This is an optimization exercise on Yosys and OpenROAD, whose aim is small area, a short achievable clock period and few clock cycles per item, not a production implementation.
No functional check of the RTL was part of any run shown here.
Power and IR drop assume default switching activity.

## flow/design.v

```verilog
module fp(out,done,a,b,start,clk,rst);
input wire [9:0]a,b;
input wire start;
input wire clk,rst;
output wire [9:0]out;
output reg done;
wire [8:0] lt_b = ~a[8:0] & b[8:0];
wire [8:0] eq_b = ~(a[8:0] ^ b[8:0]);
wire lt87 = lt_b[8] | (eq_b[8] & lt_b[7]);  wire eq87 = eq_b[8] & eq_b[7];
wire lt65 = lt_b[6] | (eq_b[6] & lt_b[5]);  wire eq65 = eq_b[6] & eq_b[5];
wire lt43 = lt_b[4] | (eq_b[4] & lt_b[3]);  wire eq43 = eq_b[4] & eq_b[3];
wire lt21 = lt_b[2] | (eq_b[2] & lt_b[1]);  wire eq21 = eq_b[2] & eq_b[1];
wire lt85 = lt87 | (eq87 & lt65);           wire eq85 = eq87 & eq65;
wire lt41 = lt43 | (eq43 & lt21);           wire eq41 = eq43 & eq21;
wire lt40 = lt41 | (eq41 & lt_b[0]);        wire eq40 = eq41 & eq_b[0];
wire a_lt_b = lt85 | (eq85 & lt40);
wire a_eq_b = eq85 & eq40;
wire [3:0] ea = a[8:5], eb = b[8:5];
wire [3:0] bo_ab, bo_ba;    
assign bo_ab[0] = 1'b0;
assign bo_ab[1] = ~ea[0] & eb[0];
assign bo_ab[2] = (~ea[1] & eb[1]) | (eq_b[6] & bo_ab[1]);
assign bo_ab[3] = (~ea[2] & eb[2]) | (eq_b[7] & (~ea[1] & eb[1])) | (eq_b[7] & eq_b[6] & bo_ab[1]);
assign bo_ba[0] = 1'b0;
assign bo_ba[1] = ~eb[0] & ea[0];
assign bo_ba[2] = (~eb[1] & ea[1]) | (eq_b[6] & bo_ba[1]);
assign bo_ba[3] = (~eb[2] & ea[2]) | (eq_b[7] & (~eb[1] & ea[1])) | (eq_b[7] & eq_b[6] & bo_ba[1]);
wire [3:0] dab = ~eq_b[8:5] ^ bo_ab;
wire [3:0] dba = ~eq_b[8:5] ^ bo_ba;
wire [5:0] ma = {1'b1, a[4:0]};
wire [5:0] mb = {1'b1, b[4:0]};
wire sub = a[9] ^ b[9];
wire [5:0] mx = a_lt_b ? mb : ma;
wire [3:0] d = lt85 ? dba : dab;
wire [5:0] my = ((a_lt_b ? ma : mb) >> d) ^ {6{sub}};
wire [9:0] x = a_lt_b ? b : a;
wire [6:0] sum = {1'b0, mx} + {1'b0, my} + {6'd0, sub};
reg [6:0] mag;
reg [3:0] r_e;
reg r_s;
always @(posedge clk) begin
  mag <= {sum[6] & ~sub, sum[5:0]};
  r_e <= x[8:5];
  r_s <= x[9];
  if (rst) done <= 1'b0;
  else done <= start;
end
wire h6 = mag[6];
wire h5 = ~mag[6] & mag[5];
wire h4 = ~mag[6] & ~mag[5] & mag[4];
wire h3 = ~|mag[6:4] & mag[3];
wire h2 = ~|mag[6:3] & mag[2];
wire h1 = ~|mag[6:2] & mag[1];
wire h0 = ~|mag[6:1];
wire [4:0] m = ({5{h6}} & mag[5:1])
             | ({5{h5}} & mag[4:0])
             | ({5{h4}} & {mag[3:0], 1'b0})
             | ({5{h3}} & {mag[2:0], 2'b0})
             | ({5{h2}} & {mag[1:0], 3'b0})
             | ({5{h1}} & {mag[0], 4'b0});
wire [3:0] ep1 = r_e + 4'd1;
wire [3:0] em1 = r_e - 4'd1;
wire [3:0] em2 = r_e - 4'd2;
wire [3:0] em3 = r_e - 4'd3;
wire [3:0] em4 = r_e - 4'd4;
wire [3:0] em5 = r_e - 4'd5;
wire [3:0] e = ({4{h6}} & ep1) | ({4{h5}} & r_e) | ({4{h4}} & em1)
             | ({4{h3}} & em2) | ({4{h2}} & em3) | ({4{h1}} & em4)
             | ({4{h0}} & em5);
wire zero = ~|mag;
assign out = zero ? 10'd0 : {r_s, e, m};
endmodule
```

## flow/flow/run.sh

```bash
#!/bin/bash
# The standard layout with two changes, each tool's output in its own log:
#  - synthesis is the standard flow's own script (synth_recipe.tcl) run without ORFS's
#    adder extraction (ADDER_MAP_FILE empty), so ABC maps the whole logic,
#    and, if flow/abc.script exists, with that ABC script in place of
#    ORFS's; registers, flattening and renaming are as in the standard run
#  - flow/extra.mk adds ORFS settings to config.mk (port buffer cell, ...)
# The rest is the standard.sh, unchanged.
set -e
cat flow/extra.mk >> config.mk
{ head -1 synth_recipe.tcl; cat flow/abc_swap.tcl; tail -n +2 synth_recipe.tcl; } > my_synth.tcl
if [ -f flow/abc.script ]; then export FLOW_ABC_SCRIPT=$PWD/flow/abc.script; fi
bash standard.sh ADDER_MAP_FILE= SYNTH_SCRIPT=$PWD/my_synth.tcl synth > synth.log 2>&1
bash standard.sh > standard.log 2>&1
```

## flow/flow/abc.script

```
strash
balance
rewrite
refactor
balance
rewrite
rewrite -z
balance
refactor -z
rewrite -z
balance
balance
rewrite
refactor
balance
rewrite
rewrite -z
balance
refactor -z
rewrite -z
balance
dch -f
map -B 0.9
topo
stime -c
buffer -c
upsize -c
dnsize -c
```

## flow/flow/abc_swap.tcl

```tcl
# Map the combinational logic with the ABC script named by FLOW_ABC_SCRIPT
# instead of ORFS's; every other step of the synthesis is unchanged.
if {[info exists ::env(FLOW_ABC_SCRIPT)] && $::env(FLOW_ABC_SCRIPT) ne ""} {
  proc abc {args} {
    set i [lsearch -exact $args -script]
    if {$i >= 0} { set args [lreplace $args [expr {$i + 1}] [expr {$i + 1}] $::env(FLOW_ABC_SCRIPT)] }
    yosys abc {*}$args
  }
}
```

## flow/flow/extra.mk

```make
export BUFFER_PORTS_ARGS = -buffer_cell sky130_fd_sc_hd__buf_1
```

## flow/standard.sh

```bash
#!/bin/bash
# synth_recipe.tcl (not shown) runs the flow's synth.tcl, then flattens the netlist and writes it again
# the make line also repeats each setting of config.mk as NAME=value (left out here)
make -C /OpenROAD-flow-scripts/flow DESIGN_CONFIG=/design/flow/config.mk WORK_HOME=/design/flow/orfs CLKGATE_MAP_FILE= SYNTH_SCRIPT=/design/flow/synth_recipe.tcl "${@:-finish}"
```

## flow/config.mk

```make
export PLATFORM = sky130hd
export DESIGN_NAME = fp
export DESIGN_NICKNAME = fp
export VERILOG_FILES = /design/flow/design.v
export SDC_FILE = /design/flow/constraint.sdc
export NUM_CORES = 4
export LEC_CHECK = 0
export ABC_AREA = 1
export CAP_MARGIN = 20
export CORE_MARGIN = 2
export CORE_UTILIZATION = 40
export SLEW_MARGIN = 20
export BUFFER_PORTS_ARGS = -buffer_cell sky130_fd_sc_hd__buf_1
```

## flow/constraint.sdc

```tcl
create_clock -name core_clock -period 8.0 [get_ports {clk}]
set_input_delay 1.6000 -clock core_clock [delete_from_list [all_inputs] [get_ports {clk}]]
set_output_delay 1.6000 -clock core_clock [all_outputs]
set_load 0.01 [all_outputs]
```

==> results of run 1 <==
[placed cells by master, fill, tap and decap left out, drive strengths merged, types with 3 or more instances in the layout]
cell type	netlist	layout
clkbuf	0	4
dfxtp	13	13
nand4	3	3
a21oi	11	11
buf	2	33
a31oi	3	3
inv	60	60
nand3	46	46
nand2	111	111
nor2	32	32
o21ai	23	23
xor2	4	4
[flip-flops by register name, indices dropped and copies added, names as in the netlist]
name  flops
mag       7
r_e       4
done      1
r_s       1
[critical path: stages]
cell and delay [ps]:
buf_1 140, inv_2 60, nand2_2 70, inv_2 50, nor2_4 180, nand2_2 110
nor2_4 130, nand2_4 90, nand2_4 190, nand2_1 110, nand3_1 110, nand2_1 60
nand2_1 80, nand3_1 80, nand2_1 120, nand2_1 120, nand2_1 120, nand3_1 110
nand3b_1 120, inv_2 30, nand2_1 50, nand2_1 40
[layer usage]
metal | up-vias | track usage | wire length (µm)
met4 | 0 | 0.07051 | 29
met2 | 42 | 0.3238 | 2050
met5 | - | 0 | 0
li1 | 1098 | - | -
met1 | 867 | 0.2144 | 1868
met3 | 4 | 0.008658 | 166
[final timing paths]
check             start     end  slack, ps
setup / recovery   b[5]  mag[5]       4360
hold / removal      rst    done       1520
[area by class of cell]
cell class / instances / area [µm²] / area share
inverter: 61 / 230.2 / 0.1178
timing repair buffer: 33 / 123.9 / 0.06338
clock buffer: 4 / 45.04 / 0.02305
tap: 50 / 62.56 / 0.03201
sequential: 13 / 260.3 / 0.1332
multi-input combinational: 248 / 1232 / 0.6306
[power by group]
group          switching (W)  leakage, nW  internal, W  total (W)
sequential         0.0000156        0.109    0.0000849   0.000100
combinational       0.000196        0.921     0.000103   0.000298
clock              0.0000205       0.0228    0.0000350  0.0000555
[cell families (layout without fill, tap and decap cells)]
logic type,after synthesis,after routing,share of synthesized area
buffers and inverters,63,98,0.1417
AND/OR/NAND/NOR,196,196,0.5273
AO/OA/AOI/OAI,45,45,0.1446
XOR/XNOR,6,6,0.03022
flip-flops,13,13,0.1496
multiplexers,1,1,0.006474
[metrics by stage]
step	cell area, µm²	std cells	hold slack, ps	total power (W)
after floorplan	1739	324	1671	0.0003275
after global placement	1909	405	1751	0.0004005
after detailed placement	1909	405	1767	0.0003997
after CTS	1954	409	1512	0.0004574
after global routing	1954	409	1544	0.0005087
final	1954	409	1520	0.0004543
==> run_results.csv, run 1 <==
group,metric,value,unit
run_status,status,"finished clean",
logic_synthesis,ys_ff_latch,13,
sta,hold_viol_final,0,
cts,cts_max_level,1,
logic_synthesis,yosysSeqAreaShare,0.1496,
min_path,hold_class,"primary input to flop",
route,via_per_inst,4.917,
die,ios,34,
cts,postCtsSetupRepairBufs,0,
logic_synthesis,synthFlopType,"dfxtp_1",
route,drtIter0Drc,59,
cts,cts.sinks,13,
die,die_area,4892,µm²
route,wire_per_inst,10.06,µm
layout,fin_nets,383,
cts,cts_resized,0,
logic_synthesis,synthTopCellsByArea,"nand2_1, dfxtp_1, inv_1, nand3_1, nor2_1",
layout,fin_util,0.4783,
sta,setup_viol,0,
layout,area.growth.synth_to_final,12.37,%
sta,max_freq,274.4,MHz
setup_path,crit_required,8130,ps
logic_synthesis,synth_area,1739,µm²
route,num_vias,2011,
sta,timing.final.ws_setup,4355,ps
global_route,grt_pass1_wl,7.403,mm
cts,root_buffer,"clkbuf_8",
sta,setup-tns-final,0,ps
logic_synthesis,syn_nets,347,
sta,period_share,0.4556,
route,first_pass_iters,4,
setup_path,end_kind,"flop",
cts,cts_inserted_buffers,3,
place,place_ws,4115,ps
cts,hold_buffers,0,
global_route,antenna_found_initial,0,
die,die_w,69.94,µm
place,io_buffer_count,33,
layout,drive_above_1_share,0.1058,
sta,rsz0062_at_grt,"no",
sta,slew_violations,0,
logic_synthesis,synthCells,324,
die,die_h,69.94,µm
logic_synthesis,ys_warn_count,1,
cts,cts.clk_slew.worst_paths,50,ps
power_and_ir_drop,powerDensity,232.4,nW/µm²
global_route,grt_pass1_vias,1867,
min_path,min_path_cells,2,
sta,worstMarginPinSlew,759.6,ps
logic_synthesis,synth_top_area_share,0.2137,
logic_synthesis,async_reset_ff_frac,0,
layout,antenna_cells,0,
global_route,grt_max_degree,23,
power_and_ir_drop,cellLeakagePower,1.053,nW
route,antenna_left,0,
setup_path,cp-start-kind,"primary input",
global_route,grt.total_usage,0.1768,
logic_synthesis,yosysTopAreaCell,"nand2_1",
sta,period_needed,3645,ps
setup_path,crit_arrival,3780,ps
place,gp_congestion,0.9290,
logic_synthesis,synth_edf_count,0,
power_and_ir_drop,peakVddDrop,76.59,µV
route,wl,4.115,mm
flow_run,maxCapViolCount,0,
setup_path,path_max_fanout,22,
logic_synthesis,syn_avg_cell_area,5.368,µm²
global_route,grt_overflow_total,0,
logic_synthesis,yosysMostFrequentCell,"nand2_1",
logic_synthesis,synth_cell_types,31,
cts,cts_tree,"done",
place,post-dp-hpwl,3.569,mm
die,placementRows,23,
setup_path,critical_path_class,"primary input to flop",
cts,clockBufferDepth,2,
die,core,4086,µm²
layout,nFillCells,473,
die,start_util,0.4256,
sta,relSlewSlack,0.4900,
route,drt_drc_violations_left,0,
logic_synthesis,synth_common_cells,"nand2_1, inv_1, nand3_1",
==> run 2: changes to the inputs <==
==> flow/design.v (replaced) <==
module fp(out,done,a,b,start,clk,rst);
input wire [9:0]a,b;
input wire start;
input wire clk,rst;
output wire [9:0]out;
output reg done;
wire a_lt_b = a[8:0] < b[8:0];
wire [9:0] x = a_lt_b ? b : a;
wire [9:0] y = a_lt_b ? a : b;
wire [3:0] dab = a[8:5] - b[8:5];
wire [3:0] dba = b[8:5] - a[8:5];
wire [3:0] d = a_lt_b ? dba : dab;
wire sub = a[9] ^ b[9];
wire [5:0] mx = {1'b1, x[4:0]};
wire [5:0] my = ({1'b1, y[4:0]} >> d) ^ {6{sub}};
reg [5:0] r_p;
reg [4:0] r_g;    
reg [3:0] r_e;
reg r_s, r_sub;
always @(posedge clk) begin
  r_p <= mx ^ my;
  r_g <= mx[4:0] & my[4:0];
  r_e <= x[8:5];
  r_s <= x[9];
  r_sub <= sub;
  if (rst) done <= 1'b0;
  else done <= start;
end
wire [5:0] p = r_p;
wire [5:0] g = {~r_p[5], r_g};
wire cin = r_sub;
wire g10 = g[1] | (p[1] & g[0]);           wire p10 = p[1] & p[0];
wire g32 = g[3] | (p[3] & g[2]);           wire p32 = p[3] & p[2];
wire g54 = g[5] | (p[5] & g[4]);           wire p54 = p[5] & p[4];
wire g0c = g[0] | (p[0] & cin);
wire c0 = cin;
wire c1 = g0c;
wire c2 = g10 | (p10 & cin);
wire c3 = g[2] | (p[2] & c2);
wire g30 = g32 | (p32 & g10);              wire p30 = p32 & p10;
wire c4 = g30 | (p30 & cin);
wire c5 = g[4] | (p[4] & c4);
wire c6 = g54 | (p54 & c4);
wire [6:0] mag = {c6 & ~r_sub, p ^ {c5, c4, c3, c2, c1, c0}};
wire h6 = mag[6];
wire h5 = ~mag[6] & mag[5];
wire h4 = ~mag[6] & ~mag[5] & mag[4];
wire h3 = ~|mag[6:4] & mag[3];
wire h2 = ~|mag[6:3] & mag[2];
wire h1 = ~|mag[6:2] & mag[1];
wire h0 = ~|mag[6:1];
wire [3:0] ep1 = r_e + 4'd1;
wire [3:0] em1 = r_e - 4'd1;
wire [3:0] em2 = r_e - 4'd2;
wire [3:0] em3 = r_e - 4'd3;
wire [3:0] em4 = r_e - 4'd4;
wire [3:0] em5 = r_e - 4'd5;
wire [4:0] m = ({5{h6}} & mag[5:1])
             | ({5{h5}} & mag[4:0])
             | ({5{h4}} & {mag[3:0], 1'b0})
             | ({5{h3}} & {mag[2:0], 2'b0})
             | ({5{h2}} & {mag[1:0], 3'b0})
             | ({5{h1}} & {mag[0], 4'b0});
wire [3:0] e = ({4{h6}} & ep1) | ({4{h5}} & r_e) | ({4{h4}} & em1)
             | ({4{h3}} & em2) | ({4{h2}} & em3) | ({4{h1}} & em4)
             | ({4{h0}} & em5);
wire zero = r_sub & (&r_p);
assign out = zero ? 10'd0 : {r_s, e, m};
endmodule
==> flow/flow/abc.script (replaced) <==
strash
dch
map -B 0.9
topo
stime -c
buffer -c
upsize -c
dnsize -c
strash
dch
map -B 0.9
topo
stime -c
buffer -c
upsize -c
dnsize -c
==> flow/flow/extra.mk (replaced) <==
export BUFFER_PORTS_ARGS = -buffer_cell sky130_fd_sc_hd__buf_2
--- a/flow/config.mk
+++ b/flow/config.mk
@@ -10,4 +10,4 @@
 export CORE_MARGIN = 2
 export CORE_UTILIZATION = 40
 export SLEW_MARGIN = 20
-export BUFFER_PORTS_ARGS = -buffer_cell sky130_fd_sc_hd__buf_1
+export BUFFER_PORTS_ARGS = -buffer_cell sky130_fd_sc_hd__buf_2
==> run_results.csv, run 2 <==
group,metric,value,unit
setup_path,crit_arrival,2350,ps
power_and_ir_drop,pwr-share-comb,0.620,
setup_path,path_buf_inv,1,
min_path,hold_end,"done",
die,die_area,5494,µm²
layout,nFillCells,508,
setup_path,crit_chain,"nand2_1, nor2_1, or2_1, nand2_1, nand2_1, nand3_1, nand2_1, nor2_2, nand2_1, nand2_1, nor3_1, nor3_1, buf_2",
route,wire_per_inst,9.920,µm
sta,slew_violations,0,
place,post-dp-hpwl,3.713,mm
route,antenna_left,0,
logic_synthesis,synth_edf_count,0,
power_and_ir_drop,switching_power,0.0002366,W
setup_path,crit_family,"simple AND/OR/NAND/NOR gates",
global_route,antenna_found_initial,0,
die,ios,34,
route,drt_drc_violations_left,0,
layout,regMostFlops,"r_p",
setup_path,cp-start-kind,"flop",
logic_synthesis,yosysTopAreaCell,"nand2_1",
cts,cts_tree,"done",
place,io_buffer_count,33,
logic_synthesis,synthTopCellsByArea,"nand2_1, dfxtp_1, nand3_1, inv_1, nor2_1",
sta,timing.final.ws_setup,4045,ps
sta,rsz0062_at_grt,"no",
setup_path,end_kind,"output port",
layout,top_regs,"r_p: 6 flops, r_g: 5 flops, r_e: 4 flops",
logic_synthesis,syn_nets,355,
sta,worstMarginPinSlew,735.7,ps
run_status,status,"finished clean",
sta,relSlewSlack,0.5058,
place,place_area,2201,µm²
power_and_ir_drop,clkPwrFrac,0.140,
layout,area.growth.synth_to_final,14.69,%
cts,postCtsSetupRepairBufs,0,
route,drtIter0Drc,56,
logic_synthesis,synthCells,332,
logic_synthesis,yosysMostFrequentCell,"nand2_1",
cts,cts.sinks,18,
logic_synthesis,ys_ff_latch,18,
cts,cts_resized,0,
route,first_pass_iters,4,
layout,design_area,2256,µm²
layout,drive_above_1_share,0.1984,
layout,antenna_cells,0,
logic_synthesis,yosysSeqAreaShare,0.1832,
global_route,grt_overflow_total,0,
logic_synthesis,ys_warn_count,1,
power_and_ir_drop,power_frac_seq,0.239,
sta,period_needed,3955,ps
setup_path,path_max_fanout,8,
die,placementRows,25,
route,via_per_inst,4.777,
die,die_h,74.12,µm
route,wl,4.315,mm
place,place_ws,4332,ps
cts,cts_inserted_buffers,3,
power_and_ir_drop,peakVddDrop,83.47,µV
cts,hold_buffers,0,
logic_synthesis,syn_avg_cell_area,5.924,µm²
sta,setup-tns-final,0,ps
sta,setup_viol,0,
layout,fin_nets,392,
global_route,grt_pass1_wl,7.617,mm
logic_synthesis,synthFlopType,"dfxtp_1",
sta,period_share,0.4944,
die,die_w,74.12,µm
setup_path,critical_path_class,"flop to output port",
sta,max_freq,252.8,MHz
logic_synthesis,synth_area,1967,µm²
setup_path,max_stage_delay,330,ps
power_and_ir_drop,p_int,0.0002650,W
global_route,grt_pass1_vias,1855,
flow_run,maxCapViolCount,0,
logic_synthesis,synth_cell_types,36,
power_and_ir_drop,cellLeakagePower,1.239,nW
setup_path,crit_required,6400,ps
setup_path,path_common_cell,"nand2_1",
die,core,4723,µm²
die,start_util,0.4164,
layout,layout_common_cells,"nand2_1, nand3_1, inv_1, buf_2, nor2_1",
cts,cts.clk_slew.worst_paths,60,ps
logic_synthesis,synth_top_area_share,0.1927,
place,gp_congestion,0.9472,
global_route,grt.total_usage,0.1717,
setup_path,slowest_stage,"dfxtp_1",
sta,hold_viol_final,0,
power_and_ir_drop,powerDensity,222.4,nW/µm²
min_path,min_path_cells,2,
min_path,hold_class,"primary input to flop",
cts,root_buffer,"clkbuf_8",
cts,cts_max_level,1,
layout,largest_reg_flops,6,
logic_synthesis,async_reset_ff_frac,0,
power_and_ir_drop,p_sw_frac,0.4716,
logic_synthesis,synth_common_cells,"nand2_1, nand3_1, inv_1",
min_path,hold_start,"rst",
route,num_vias,2078,
global_route,grt_max_degree,28,
layout,layout_commonest_cell,"nand2_1",
cts,clockBufferDepth,2,
## run 2: cell types whose count changed after synthesis, sizes merged, moves of 3 or more
cell / delta
inv: -11
xor2: +7
o21ai: -6
dfxtp: +5
nor2: +4
a31oi: -3
nand2: +3
nand3: +3
nand4: -3
nor3: +3
xnor2: +3
## run 2: layout make-up
| class | instances | area, µm² | area share |
|---|---|---|---|
| inverters | 51 | 191.4 | 0.08486 |
| multi-input cells | 261 | 1393 | 0.6173 |
| clock buffers | 4 | 55.05 | 0.02440 |
| flip-flops and latches | 18 | 360.3 | 0.1597 |
| repair buffers | 34 | 172.7 | 0.07654 |
| well taps | 67 | 83.83 | 0.03716 |
## run 2: how the worst max path moves through the flow
stage	from	end	slack [ps]	cells after the start
after global placement	r_sub	out[5]	4270	13
after CTS	r_sub	out[5]	4050	13
after detailed placement	r_sub	out[5]	4330	13
after global routing	r_sub	out[5]	3850	12
final	r_sub	out[5]	4050	13
after floorplan	r_sub	out[5]	4630	12
## run 2: power groups by stage
stage	clock network, W	registers, W	logic, W
finish	0.0000704	0.000120	0.000311
global route	0.0000779	0.000122	0.000351
CTS	0.0000732	0.000120	0.000311
detailed placement	0	0.000122	0.000310
global placement	0	0.000122	0.000311
floorplan	0	0.000119	0.000234
## run 2: cells by family (layout without fill, tap and decap cells)
| logic type | Yosys count | after routing | synth area share |
|---|---|---|---|
| compound gates | 38 | 38 | 0.1310 |
| mux | 1 | 1 | 0.005725 |
| xor+xnor | 17 | 17 | 0.09033 |
| simple gates | 205 | 205 | 0.4809 |
| buf+inv | 53 | 89 | 0.1088 |
| flops | 18 | 18 | 0.1832 |
## run 2: per-layer routing
| metal | share of wire | up-vias | routed length (µm) | GRT usage |
|---|---|---|---|---|
| met5 | 0 | - | 0 | 0 |
| met4 | 0.019 | 0 | 83 | 0.07071 |
| met3 | 0.031 | 10 | 133 | 0.008130 |
| met2 | 0.49 | 52 | 2102 | 0.3036 |
| met1 | 0.46 | 887 | 1994 | 0.2181 |
| li1 | - | 1129 | - | - |
## run 2: stage by stage
| step | utilization | hold WS [ps] | total power, W | instances |
|---|---|---|---|---|
| after floorplan | - | 1671 | 0.0003530 | 332 |
| after global placement | 0.4660 | 1754 | 0.0004336 | 431 |
| after detailed placement | 0.4660 | 1765 | 0.0004321 | 431 |
| after CTS | 0.4776 | 1498 | 0.0005042 | 435 |
| after global routing | 0.4776 | 1498 | 0.0005512 | 435 |
| final | 0.4776 | 1504 | 0.0005016 | 435 |

## what the ideal ports hide
How much do the figures lean on ideal ports? The routed layouts below were timed once more, with nothing changed but the port constraints. Step 1 assumes that a clkbuf_16 drives the clock port and a buf_2 every other input. Step 2 moves the port delays by t, midway between the first and last clock arrival at a register: inputs arrive t later, outputs are due t later. That takes back most of the time a late clock gives input paths. a / b / c = ideal ports / drivers / drivers and shift; a / b = the first two.
run	t, ns	setup WS [ns]	hold slack, ns	pins driven straight from the clock port
run 1	0.255	4.355 / 4.352 / 4.097	1.520 / 1.527 / 1.782	1
run 2	0.268	4.045 / 4.022 / 4.290	1.504 / 1.502 / 1.770	1
After both steps setup and hold are still met in every run listed. The setup slack of run 1, which loses most, moves by -0.003 ns with the drivers and by -0.258 ns with both steps.
